This design comes from an exercise in tuning for small area on the open sky130 flow, not from production work.
The RTL was checked by simulation tests, not by an equivalence proof against the original design.
Power is estimated from default activity; no workload was simulated.

==> flow/config.mk <==
export PLATFORM = sky130hd
export DESIGN_NAME = alu_design
export DESIGN_NICKNAME = alu_design
export VERILOG_FILES = /design/flow/design.v
export SDC_FILE = /design/flow/constraint.sdc
export NUM_CORES = 4
export LEC_CHECK = 0
export CAP_MARGIN = 20
export CORE_MARGIN = 2
export CORE_UTILIZATION = 40
export SLEW_MARGIN = 20
==> flow/run.sh <==
#!/bin/bash
# synth_recipe.tcl (not shown) runs the flow's synth.tcl, then flattens the netlist and writes it again
# the make line also repeats each setting of config.mk as NAME=value (left out here)
make -C /OpenROAD-flow-scripts/flow DESIGN_CONFIG=/design/flow/config.mk WORK_HOME=/design/flow/orfs CLKGATE_MAP_FILE= SYNTH_SCRIPT=/design/flow/synth_recipe.tcl finish
==> flow/constraint.sdc <==
create_clock -name core_clock -period 6.0 [get_ports {CLK}]
set_input_delay 1.2000 -clock core_clock [delete_from_list [all_inputs] [get_ports {CLK}]]
set_output_delay 1.2000 -clock core_clock [all_outputs]
set_load 0.01 [all_outputs]
==> flow/design.v <==
module alu_design #(parameter DW = 8, CW = 4)(INP_VALID,OPA,OPB,CIN,CLK,RST,CMD,CE,MODE,COUT,OFLOW,RES,G,E,L,ERR);
  input [DW-1:0] OPA,OPB;
  input CLK,RST,CE,MODE,CIN;
  input [CW-1:0] CMD;
  input [1:0] INP_VALID;
  output reg [DW+1:0] RES;
  output reg COUT;
  output reg OFLOW;
  output reg G;
  output reg E;
  output reg L;
  output reg ERR;
  reg [DW-1:0] OPA_1, OPB_1;
  reg [DW-1:0] oprd1, oprd2;
  reg [3:0] CMD_tmp;
  reg [DW-1:0] AU_out_tmp1,AU_out_tmp2 ;
  reg [4:0] wait_counter;
  reg oprd1_valid, oprd2_valid;
  wire err_timeout = !RST && wait_counter >= 16 &&
                     ((INP_VALID==2'b01 && oprd2_valid) || (INP_VALID==2'b10 && oprd1_valid));
  always @ (posedge CLK) begin
      if(RST) begin
        oprd1<=0;
        oprd2<=0;
        CMD_tmp<=0;
        wait_counter<=0;
        oprd1_valid<=0;
        oprd2_valid<=0;
      end
      else if (INP_VALID==2'b01)  begin    
        oprd1<=OPA;
        CMD_tmp<=CMD;
        oprd1_valid<=1;
        wait_counter<=0;
      end
      else if (INP_VALID==2'b10)  begin    
        oprd2<=OPB;
        CMD_tmp<=CMD;
        oprd2_valid<=1;
        wait_counter<=0;
      end
      else if (INP_VALID==2'b11)  begin    
        oprd1<=OPA;
        oprd2<=OPB;
        CMD_tmp<=CMD;
        oprd1_valid<=1;
        oprd2_valid<=1;
        wait_counter<=0;
      end
      else begin    
        if((oprd1_valid && !oprd2_valid) || (!oprd1_valid && oprd2_valid)) begin
          if(wait_counter < 16) begin
            wait_counter <= wait_counter + 1;
          end else begin
            wait_counter <= 16;
          end
        end
      end
    end
    always@(posedge CLK)
      begin
       if(CE)                   
        begin
         if(RST)                
          begin
            RES=0;
            COUT=1'b0;
            OFLOW=1'b0;
            G=1'b0;
            E=1'b0;
            L=1'b0;
            ERR=1'b0;
            AU_out_tmp1<=0;
            AU_out_tmp2<=0;
          end
         else if(MODE && oprd1_valid && oprd2_valid)          
         begin
           RES=0;
           COUT=1'b0;
           OFLOW=1'b0;
           G=1'b0;
           E=1'b0;
           L=1'b0;
           ERR=1'b0;
          case(CMD_tmp)             
    4'b0000:                   begin             
              RES=oprd1+oprd2;
              COUT=RES[8]?1:0;
            end
      4'b0001 :                begin
             OFLOW=(oprd1<oprd2)?1:0;
             RES=oprd1-oprd2;
            end
           4'h2:            
            begin
             RES=oprd1+oprd2+CIN;
             COUT=RES[8]?1:0;
            end
           4'b0011:             
           begin
            OFLOW=(oprd1<oprd2)?1:0; 
            RES=oprd1-oprd2-CIN;
           end
           4'b0100:RES=oprd1;    
           4'b0101:RES=oprd1-1;    
           4'b0110:RES=oprd2-1;    
           4'b0111:RES=oprd2+1;    
           4'b1000:              
           begin
            RES=0;
            if(oprd1==oprd2)
             begin
               E=1'b1;
               G=1'b0;
               L=1'b0;
             end
            else if(oprd1>oprd2)
             begin
               E=1'b0;
               G=1'b1;
               L=1'b0;
             end
            else 
             begin
               E=1'b0;
               G=1'b0;
               L=1'b1;
             end
           end
	   4'b1001: begin   
                    AU_out_tmp1 <= oprd1 + 1;
                    AU_out_tmp2 <= oprd2 + 1;
                    RES = AU_out_tmp1 * AU_out_tmp2;
                  end
           4'b1010: begin   
                    AU_out_tmp1 <= oprd1 << 1;
                    AU_out_tmp2 <= oprd2;
                    RES = AU_out_tmp1 - AU_out_tmp2; 
                  end
           default:   
            begin
            RES=0;
            COUT=1'b0;
            OFLOW=1'b0;
            G=1'b0;
            E=1'b0;
            L=1'b0;
            ERR=1'b0;
           end
          endcase
         end
        else if(!MODE && oprd1_valid && oprd2_valid)          
        begin 
           RES=0;
           COUT=1'b0;
           OFLOW=1'b0;
           G=1'b0;
           E=1'b0;
           L=1'b0;
           ERR=1'b0;
           case(CMD_tmp)    
             4'b0000:RES={1'b0,oprd1&oprd2};     
             4'b0001:RES={1'b0,~(oprd1&oprd2)};  
             4'b0010:RES={1'b0,oprd1&&oprd2};     
             4'b0011:RES={1'b0,~(oprd1|oprd2)};  
             4'b0100:RES={1'b0,oprd1^oprd2};     
             4'b0101:RES={1'b0,~(oprd1^oprd2)};  
             4'b0110:RES={1'b0,~oprd1};        
             4'b0111:RES={1'b0,~oprd2};        
             4'b1000:RES={1'b0,oprd1};      
             4'b1001:RES={1'b0,oprd1<<1};      
             4'b1010:RES={1'b0,oprd2<<1};      
             4'b1011:RES={1'b0,oprd2<<1};     
             4'b1100:                        
             begin
               if(oprd2[0])
                 OPA_1 = {oprd1[6:0], oprd1[7]};
               else
                 OPA_1 = oprd1;
               if(oprd2[1])
                 OPB_1 =  {OPA_1[5:0], OPA_1[7:6]}; 
               else
                 OPB_1= OPA_1;
               if(oprd2[2])
                 RES =  {OPB_1[3:0], OPB_1[7:4]} ;
               else
                 RES = OPB_1;
               if(oprd2[4] | oprd2[5] | oprd2[6] | oprd2[7])
                 ERR=1'b1;
             end
             4'b1101:                        
             begin
               if(oprd2[0])
                 OPA_1 = {oprd1[0], oprd1[7:1]};
               else
                 OPA_1 = oprd1;
               if(oprd2[1])
                 OPB_1 =  {OPA_1[1:0], OPA_1[7:2]}; 
               else
                 OPB_1= OPA_1;
               if(oprd2[2])
                 RES =  {OPB_1[3:0], OPB_1[7:4]} ;
               else
                 RES = OPB_1;
               if(oprd2[4] | oprd2[5] | oprd2[6] | oprd2[7])
                 ERR=1'b0;
             end
             default:   
               begin
               RES=0;
               COUT=1'b0;
               OFLOW=1'b0;
               G=1'b0;
               E=1'b0;
               L=1'b0;
               ERR=1'b0;
               end
          endcase
     end
    end
       if(err_timeout)
         ERR=1'b1;
   end
endmodule
==> qor.csv <==
metric,value,unit
port_buffers,42,
cts_inserted_buffers,9,
period_minus_slack,4.630,ns
drt-pass1-iter-count,5,
start_util,40.82,%
grt-ovfl-total,0,
cts.repair.resized,0,
crit_type,register to register,
clock_sinks,59,
grt_usage,24.99,%
die_area,0.02021,mm2
reg2reg_to,RES[6],
fmax,216.0,MHz
synthCells,964,
grt_antenna_before_repair,1,
clk_latency,0.35,ns
comb_power_share,41.1,%
dp_hpwl,19040,um
grt_pass1_vias,6888,
seqPwrFrac,28.3,%
nets,1095,
final_max_slew_viol_count,0,
synthMostInstantiatedCell,nor2_1,
hold_path_class,register to register,
outcome,finished clean,
rrSetupSlack,1.37,ns
finalSetupViolCount,0,
rsz0062_at_grt,false,
routed_wirelength,25000,um
synth-seq-area-share,19.53,%
hold-path-cell-count,2,
antennaDiodeCount,0,
rr_worst_depth,14,
p_clk_share,30.6,%
hp-start,CMD_tmp[2],
async_flop_share,0,%
synth-edff-count,31,
die_w,142.2,um
crit_chain,inv_1 -> nor2_1 -> fa_1 -> fa_1 -> inv_1 -> fa_1 -> fa_1 -> inv_1 -> ha_1 -> o21ai_0 -> nor3b_1 -> a2111oi_0 -> o2111a_1 -> o22ai_1,
vias,7293,
p_leak,3.327,nW
avgSynthCellArea,7.921,um2
rr_startpoint,AU_out_tmp1[1],
required,6.08,ns
cts_root_buf,clkbuf_16,
path_common_cell,fa_1,
finalHoldViolations,0,
postCtsSetupBuffers,0,
clock_path_buffers,2,
skew,0.007812,ns
drc,0,
setup_ws,1.370,ns
ant_nets,0,
synthFlopType,edfxtp_1,
p_switching,0.6364,mW
switching_share,37.76,%
path_buf_inv,3,
die_h,142.2,um
via_per_inst,6.007,
syn_area,0.007636,mm2
slowest_stage,fa_1,
grt_pass1_wl,38590,um
synth_top_area_share,12.19,%
cp_max_fo,6,
finalCritPeriodShare,77.17,%
synthTopCellsByCount,"nor2_1 (103), nand2_1 (85), inv_1 (70)",
hold_end,CMD_tmp[2],
endpoint_kind,register,
peakVddDrop,0.0002110,V
critPathLaunchType,register,
wl_per_cell,20.59,um
synth_area_leaders,"edfxtp_1 (12%), ha_1 (11%), dfxtp_1 (7.3%), fa_1 (6.8%), nor2_1 (5.1%)",
rows,50,
cts_tree,built,
grt_max_degree,35,
slew-limit-headroom,38.78,%
worstMarginPinSlew,0.9099,ns
synth_cell_types,88,
internal_power,1.049,mW
setup_tns,0,ns
htreeDepth,3,
post-place-ws,1.391,ns
max_stage_delay,0.55,ns
syn_nets,1084,
ys_warn_count,1,
yosys_register_bits,59,
cp.arrival,4.71,ns
maxCapViolations,0,
drive_gt1_share,6.327,%
core,0.01871,mm2
clk_pin_slew,0.06,ns
routabilityCongestion,0.9649,
dr.first_iter.drc_count,752,
cellPowerDensity,197.9,mW/mm2
holdBufCountCts,0,
area_growth,11.52,%
yosysTopAreaCell,edfxtp_1,
ios,43,
path_delay_family,adder cells,
-- stage by stage --
step | total power [mW] | instance area (um2) | utilization, % | cells | hold slack, ns
2_1_floorplan | 0.9741 | 7636 | - | 964 | 0.4782
3_3_place_gp | 1.162 | 8223 | 43.96 | 1198 | 0.4465
3_5_place_dp | 1.166 | 8223 | 43.96 | 1198 | 0.4477
4_1_cts | 1.686 | 8516 | 45.53 | 1214 | 0.4542
5_1_grt | 1.783 | 8516 | 45.53 | 1214 | 0.4885
6_report | 1.686 | 8516 | 45.53 | 1214 | 0.4568
-- registers in the layout, indices dropped and copies added (netlist names), 4 cells and up --
name / flops
RES: 10
AU_out_tmp1: 8
AU_out_tmp2: 8
oprd1: 8
oprd2: 8
wait_counter: 5
CMD_tmp: 4
-- area by class of cell --
| class | instances | area [um2] |
|---|---|---|
| clock buffers | 10 | 229.0 |
| clock inverters | 6 | 63.81 |
| fillers | 1903 | 10190 |
| inverters | 75 | 281.5 |
| multi-input cells | 772 | 5617 |
| flip-flops and latches | 59 | 1491 |
| well taps | 234 | 292.8 |
| repair buffers | 58 | 540.5 |
-- worst max path at each step --
stage,start,endpoint,depth (start not counted)
after floorplan,AU_out_tmp1[3],RES[7],16
after global placement,AU_out_tmp1[1],RES[6],14
after detailed placement,AU_out_tmp1[1],RES[6],14
after CTS,AU_out_tmp1[1],RES[6],14
after global routing,AU_out_tmp1[1],RES[6],14
final,AU_out_tmp1[1],RES[6],14
-- per-layer routing --
metal	wire (um)	up-vias	share of wire, %	global-route usage [%]
met3	1982	47	7.9	5.989
met1	11480	3495	46	34.94
li1	-	3461	-	-
met4	613	0	2.5	7.053
met5	0	-	0	0
met2	10920	290	44	38.44
-- placed cells by master, fill, tap and decap left out, types with 4 or more instances in the layout --
cell type and count:
o211ai_1 7, a211oi_1 9, clkbuf_16 9, mux2i_1 32, inv_1 70, o21ai_0 54, or3_1 7, a21oi_1 53
nor2_1 103, buf_4 16, o221ai_1 9, a22oi_1 7, mux2_2 5, a32oi_1 4, nor3_1 21, and2_1 20
nor4_1 9, inv_2 4, ha_1 67, a31oi_1 10, clkdlybuf4s50_1 42, o22ai_1 15, mux4_2 4, xnor2_1 41
o21ai_1 13, nand2_1 85, edfxtp_1 31, nor2b_1 11, a221oi_1 7, dfxtp_1 28, and3_1 11, xor2_1 17
nand3_1 29, nor3b_1 5, fa_1 26, nand2b_1 12
-- tightest hold or removal path: cells and delay by family (launching register included) --
family          cells  cell delay, ns
simple gates        1            0.05
compound gates      1            0.05
flops               1            0.31
-- power by group through the flow --
stage	combinational [mW]	clock, mW	sequential (mW)
floorplan	0.501	0	0.473
global placement	0.678	0	0.484
detailed placement	0.682	0	0.484
CTS	0.686	0.524	0.476
global route	0.764	0.540	0.479
finish	0.693	0.516	0.476
-- kinds of logic after synthesis --
group,Yosys count,synth area share [%]
AO/OA/AOI/OAI,243,21.15
adder cells (fa/ha/maj),93,17.79
multiplexers,41,6.112
buffers and inverters,133,6.914
XOR/XNOR,61,7.373
flip-flops,59,19.53
AND/OR/NAND/NOR,334,21.12

afterwards: timing with drivers on the ports:
Ports are ideal in the flow. The routed layout listed here was re-timed in OpenROAD.
Step 1 assumes that a clkbuf_16 drives the clock port and a buf_2 every other input.
Step 2 adds t to the input delays and takes it off the output delays; t is the mean of the earliest and latest rising clock arrival at the registers after step 1. Input paths then give back, and output paths get back, about the clock's delay inside the block.
Three values: ideal, step 1, step 2; two values: the first two.
t (ns): 0.387
setup slack, ns: 1.370 / 1.370 / 1.370
hold WS [ns]: 0.457 / 0.457 / 0.457
latest minus earliest clock arrival (ns): 0.008 / 0.008
After both steps setup and hold are still met in this run. The setup slack of this run moves by 0.000 ns with the drivers and by 0.000 ns with both steps.
